Background: an optimization exercise with open tools, aiming at small area. Do not read the settings as production practice.
Only simulation tests tie the RTL to the original design; equivalence was not proved.
The clock port is modelled as an ideal driver; clocking choices that lean on that would not hold on a real chip.
Power is estimated from default activity; no workload was simulated.

alpha:
## vending_machine_topmodule
module vending_machine_topmodule(CLOCK_50, reset, KEY, SW, LEDG, HEX0, HEX1, HEX2, HEX3, LEDR);
  input CLOCK_50;
  input reset;
  input [2:0] KEY;
  input [7:0] SW;
  output [7:0] LEDG;
  output [6:0] HEX0, HEX1, HEX2, HEX3;
  output [3:0] LEDR;
  reg [2:0] th;           
  reg [3:0] hu, te, on;   
  reg [3:0] products, outofstock;
  reg c1p, c2p, bp;
  reg [3:0] st1, st2, st3, st4;
  function [6:0] seg_on(input [3:0] c);
    begin
      seg_on[0] = (~c[3] & c[2]) | (~c[3] & ~c[1] & c[0]);
      seg_on[1] = (c[3] & ~c[2] & ~c[1]);
      seg_on[2] = (~c[3] & c[1] & ~c[0]);
      seg_on[3] = (~c[3] & c[2]) | (~c[3] & ~c[1] & c[0]) | (c[3] & c[1] & ~c[0]);
      seg_on[4] = (~c[3] & c[0]) | (c[3] & ~c[0]) | (c[2]);
      seg_on[5] = (~c[3] & c[0]) | (c[1] & ~c[0]);
      seg_on[6] = (~c[3] & ~c[2] & ~c[1]) | (c[3] & c[1] & ~c[0]);
    end
  endfunction
  function [6:0] seg_te(input [3:0] c);
    begin
      seg_te[0] = (~c[3] & c[2]) | (~c[3] & ~c[1] & c[0]);
      seg_te[1] = (c[3] & ~c[2] & ~c[1]);
      seg_te[2] = (~c[3] & c[1] & ~c[0]);
      seg_te[3] = (~c[3] & c[2]) | (~c[3] & ~c[1] & c[0]) | (c[3] & c[1] & ~c[0]);
      seg_te[4] = (~c[3] & c[0]) | (c[3] & ~c[0]) | (c[2]);
      seg_te[5] = (~c[3] & c[0]) | (c[1] & ~c[0]);
  ...
Size in the first run: about 290 cells after synthesis, about 42 flip-flops, ~2200 um^2 of cells after synthesis.
==> flow/config.mk <==
export PLATFORM = sky130hd
export DESIGN_NAME = vending_machine_topmodule
export DESIGN_NICKNAME = vending_machine_topmodule
export VERILOG_FILES = /design/flow/design.v
export SDC_FILE = /design/flow/constraint.sdc
export NUM_CORES = 4
export LEC_CHECK = 0
export ABC_AREA = 1
export CAP_MARGIN = 20
export CORE_MARGIN = 2
export CORE_UTILIZATION = 70
export CTS_BUF_LIST = sky130_fd_sc_hd__clkbuf_2 sky130_fd_sc_hd__clkbuf_4 sky130_fd_sc_hd__clkbuf_8
export PLACE_DENSITY = 0.8
export SLEW_MARGIN = 20
==> flow/constraint.sdc <==
create_clock -name core_clock -period 30.0 [get_ports {CLOCK_50}]
set_input_delay 6.0000 -clock core_clock [delete_from_list [all_inputs] [get_ports {CLOCK_50}]]
set_output_delay 6.0000 -clock core_clock [all_outputs]
set_load 0.01 [all_outputs]
standard.sh (not shown) runs the stock make flow with config.mk's settings and CLKGATE_MAP_FILE= SYNTH_SCRIPT=/design/flow/synth_recipe.tcl, a recipe that flattens the netlist after the stock synthesis.
==> flow/flow/run.sh <==
#!/bin/bash
# Own layout flow: the standard ORFS flow with
#  - synthesis: the standard flow's synthesis script (same yosys passes, so the same registers
#    with the same names and cells), but without the adder extraction
#    (ADDER_MAP_FILE empty) and with an area-oriented ABC script; the combinational
#    logic is mapped with several ABC random seeds and the smallest result is kept
#  - port buffers: the smallest buffer (buf_1)
#  - clock tree: flow/clock_buffer.tcl (run before CTS) puts one clock buffer per
#    quarter of the registers, driven from the clock port
# Each tool's output is logged to a file of its own in this folder.
set -euo pipefail
W=$(pwd)
F=$W/flow
source $F/settings.sh
# ABC scripts, one per seed
for s in $ABC_SEEDS; do
  sed "s/@SEED@/$s/" $F/area.abc > $W/area_$s.abc
done
# synthesis script: the standard flow's, with the abc call replaced
{
  head -n 1 $W/synth_recipe.tcl
  cat <<EOT
proc abc {args} {
  set out {}
  set skip 0
  foreach a \$args {
    if {\$skip} { set skip 0; continue }
    if {\$a eq "-script" || \$a eq "-constr"} { set skip 1; continue }
    lappend out \$a
  }
  yosys design -save pre_abc
  set best 1e30
  foreach s {$ABC_SEEDS} {
    yosys design -load pre_abc
    yosys abc -script $W/area_\$s.abc {*}\$out
    yosys tee -q -o $W/abc_stat_\$s.txt stat -liberty [lindex \$::env(LIB_FILES) 0]
    set fh [open $W/abc_stat_\$s.txt r]
    set txt [read \$fh]
    close \$fh
    regexp {Chip area for module[^:]*: *([0-9.]+)} \$txt -> area
    puts "abc seed \$s: area \$area"
    if {\$area < \$best} {
      set best \$area
      yosys design -save best_abc
    }
  }
  yosys design -load best_abc
  puts "abc best area \$best"
}
EOT
  tail -n +2 $W/synth_recipe.tcl
} > $W/own_synth.tcl

MK=(make -C $FLOW_HOME DESIGN_CONFIG=$FLOW_CONFIG WORK_HOME=$W/orfs CLKGATE_MAP_FILE=
    SYNTH_SCRIPT=$W/own_synth.tcl ADDER_MAP_FILE=
    "BUFFER_PORTS_ARGS=-buffer_cell sky130_fd_sc_hd__buf_1"
    "${SETTINGS[@]}")
"${MK[@]}" synth > $W/log_synth.txt 2>&1
"${MK[@]}" floorplan > $W/log_floorplan.txt 2>&1
"${MK[@]}" place > $W/log_place.txt 2>&1
"${MK[@]}" cts > $W/log_cts.txt 2>&1
"${MK[@]}" route > $W/log_route.txt 2>&1
"${MK[@]}" finish > $W/log_finish.txt 2>&1
R=$W/orfs/results/$FLOW_PLATFORM/vending_machine_topmodule/base
: # left out here: write the final layout as DEF
==> flow/flow/area.abc <==
strash
&get -n
&st
&deepsyn -T 20 -S @SEED@
&dch -x -p
&nf -R 1000 -p
&put
==> flow/flow/clock_buffer.tcl <==
set block [ord::get_db_block]
set dbu [[ord::get_db_tech] getDbUnitsPerMicron]
set regs {}
foreach inst [$block getInsts] {
  if {[[$inst getMaster] isSequential]} {
    set bb [$inst getBBox]
    lappend regs [list [$inst getName] [expr {([$bb xMin] + [$bb xMax]) / 2.0 / $dbu}] \
      [expr {([$bb yMin] + [$bb yMax]) / 2.0 / $dbu}]]
  }
}
# balanced groups: split at the median x, then each half at its median y
proc halves {rs idx} {
  set s [lsort -real -index $idx $rs]
  set h [expr {[llength $s] / 2}]
  return [list [lrange $s 0 [expr {$h - 1}]] [lrange $s $h end]]
}
set groups {}
foreach half [halves $regs 1] {
  foreach q [halves $half 2] { lappend groups $q }
}
set k [llength $groups]
set cx {}
set cy {}
foreach g $groups {
  set sx 0; set sy 0
  foreach r $g { set sx [expr {$sx + [lindex $r 1]}]; set sy [expr {$sy + [lindex $r 2]}] }
  lappend cx [expr {$sx / [llength $g]}]
  lappend cy [expr {$sy / [llength $g]}]
}
set skip {}
for {set i 0} {$i < $k} {incr i} {
  set g [lindex $groups $i]
  if {[llength $g] == 0} continue
  set pins {}
  foreach r $g { lappend pins [get_pins [lindex $r 0]/CLK] }
  puts "clock leaf $i: [llength $g] registers at [lindex $cx $i] [lindex $cy $i]"
  insert_buffer -buffer_cell $::env(CLOCK_BUFFER_CELL) -net CLOCK_50 -load_pins $pins \
    -location [list [lindex $cx $i] [lindex $cy $i]] -buffer_name clkleaf_$i -net_name clkleaf_net_$i
  lappend skip [get_name [get_nets -of_objects [get_pins clkleaf_${i}*/X]]]
}
puts "clock leaf nets: $skip"
set_cts_config -skip_nets $skip
==> flow/flow/settings.sh <==
ABC_SEEDS="1 2 3 4 5 6 7 8 9 10 11 12"
SETTINGS=(ABC_AREA=1 CAP_MARGIN=20 CORE_MARGIN=2 CORE_UTILIZATION=70 PLACE_DENSITY=0.8 SLEW_MARGIN=20
  SKIP_REPAIR_TIE_FANOUT=1 CLOCK_BUFFER_CELL=sky130_fd_sc_hd__clkbuf_4
  PRE_CTS_TCL=$F/clock_buffer.tcl)
alpha: all stages complete, timing, DRC and antenna checks passed
Input-level comparison between beta and alpha:
--- a/flow/flow/settings.sh
+++ b/flow/flow/settings.sh
@@ -1,2 +1,2 @@
-ABC_SEEDS="1 2 3 4 5 6 7 8 9 10 11 12"
+ABC_SEEDS="$(seq -s " " 1 24)"
 SETTINGS=(ABC_AREA=1 CAP_MARGIN=20 CORE_MARGIN=2 CORE_UTILIZATION=70 PLACE_DENSITY=0.8 SLEW_MARGIN=20
Results
Comparing beta against alpha, there is no change at all in global-route total usage across every layer.
Diff alpha -> beta: cell count essentially unchanged, slew of the pin with the lowest slew margin essentially unchanged.
Changes in gamma relative to beta:
==> flow/flow/area.abc <==
strash
&get -n
&st
&deepsyn -T 20 -S @SEED@
&dch
&nf -R 1000
&put
--- a/flow/flow/settings.sh
+++ b/flow/flow/settings.sh
@@ -1,2 +1,2 @@
-ABC_SEEDS="$(seq -s " " 1 24)"
+ABC_SEEDS="1 2 3 4 5 6 7 8 9 10"
 SETTINGS=(ABC_AREA=1 CAP_MARGIN=20 CORE_MARGIN=2 CORE_UTILIZATION=70 PLACE_DENSITY=0.8 SLEW_MARGIN=20
### Flow results
beta has higher maximum number of pins on one net before global-route repair than gamma. Changes observed in gamma relative to beta: routability congestion estimate now smaller; fraction of layout instances using a drive strength above 1 now larger; fmax now larger; die area comparable. Combinational share of power down 6.0 points in gamma wrt beta. Final cell area: gamma above beta. gamma vs beta: internal power down by a few percent. gamma reports a higher detailed route wirelength on metal2 than beta does.
Edits applied to the flow inputs when going from gamma to delta:
--- a/flow/flow/run.sh
+++ b/flow/flow/run.sh
@@ -7,4 +7,3 @@
 #  - port buffers: the smallest buffer (buf_1)
-#  - clock tree: flow/clock_buffer.tcl (run before CTS) puts one clock buffer per
-#    quarter of the registers, driven from the clock port
+#  - clock tree: settings in flow/settings.sh
 # Each tool's output is logged to a file of its own in this folder.
==> flow/flow/settings.sh <==
ABC_SEEDS="1 2 3 4 5 6"
SETTINGS=(ABC_AREA=1 CAP_MARGIN=20 CORE_MARGIN=2 CORE_UTILIZATION=70 PLACE_DENSITY=0.8 SLEW_MARGIN=20
  SKIP_REPAIR_TIE_FANOUT=1
  "CTS_ARGS=-sink_clustering_enable -repair_clock_nets -dont_use_dummy_load -buf_list sky130_fd_sc_hd__clkbuf_8 -root_buf sky130_fd_sc_hd__clkbuf_8 -sink_clustering_size 16")
removed: flow/flow/clock_buffer.tcl
### Flow results
- The final layouts of gamma and delta pass the timing, DRC and antenna checks.
- Number of vias per cell (delta vs. gamma) decreases slightly
- In the reports for gamma and delta, the larger clock power belongs to delta.
- Via count of delta is on par with gamma.
- Delta (delta minus gamma): met1 routing resource usage after global routing neither gained nor lost much, core utilization picked up an extra 1.3 points, sequential share of cell area fell by 0.56 points.

separate check: timing with driven ports:
Ports are ideal in the flow. The routed layouts listed here were re-timed in OpenROAD. Step 1, drivers: a clkbuf_16 drives CLOCK_50 and a buf_2 each remaining input, both assumed. Step 2 adds t to the input delays and takes it off the output delays; t is the mean of the earliest and latest rising clock arrival at the registers after step 1. Input paths then give back, and output paths get back, about the clock's delay inside the block. Three values: ideal ports, drivers, drivers and shift; two values: the first two.
| run | t (ns) | setup slack, ns | worst setup path after step 2 | clock arrival spread, ns | worst slew at a driven data input, ns |
|---|---|---|---|---|---|
| alpha | 0.206 | 21.235 / 21.256 / 21.050 | input to register | 0.007 / 0.006 | 0.03 |
| beta | 0.206 | 21.235 / 21.256 / 21.050 | input to register | 0.007 / 0.006 | 0.03 |
| gamma | 0.211 | 21.690 / 21.717 / 21.506 | input to register | 0.021 / 0.020 | 0.03 |
| delta | 0.315 | 21.800 / 21.806 / 21.491 | input to register | 0.015 / 0.015 | 0.04 |
After both steps setup and hold are still met in every run listed. The setup slack of delta, which loses most, moves by +0.006 ns with the drivers and by -0.309 ns with both steps.
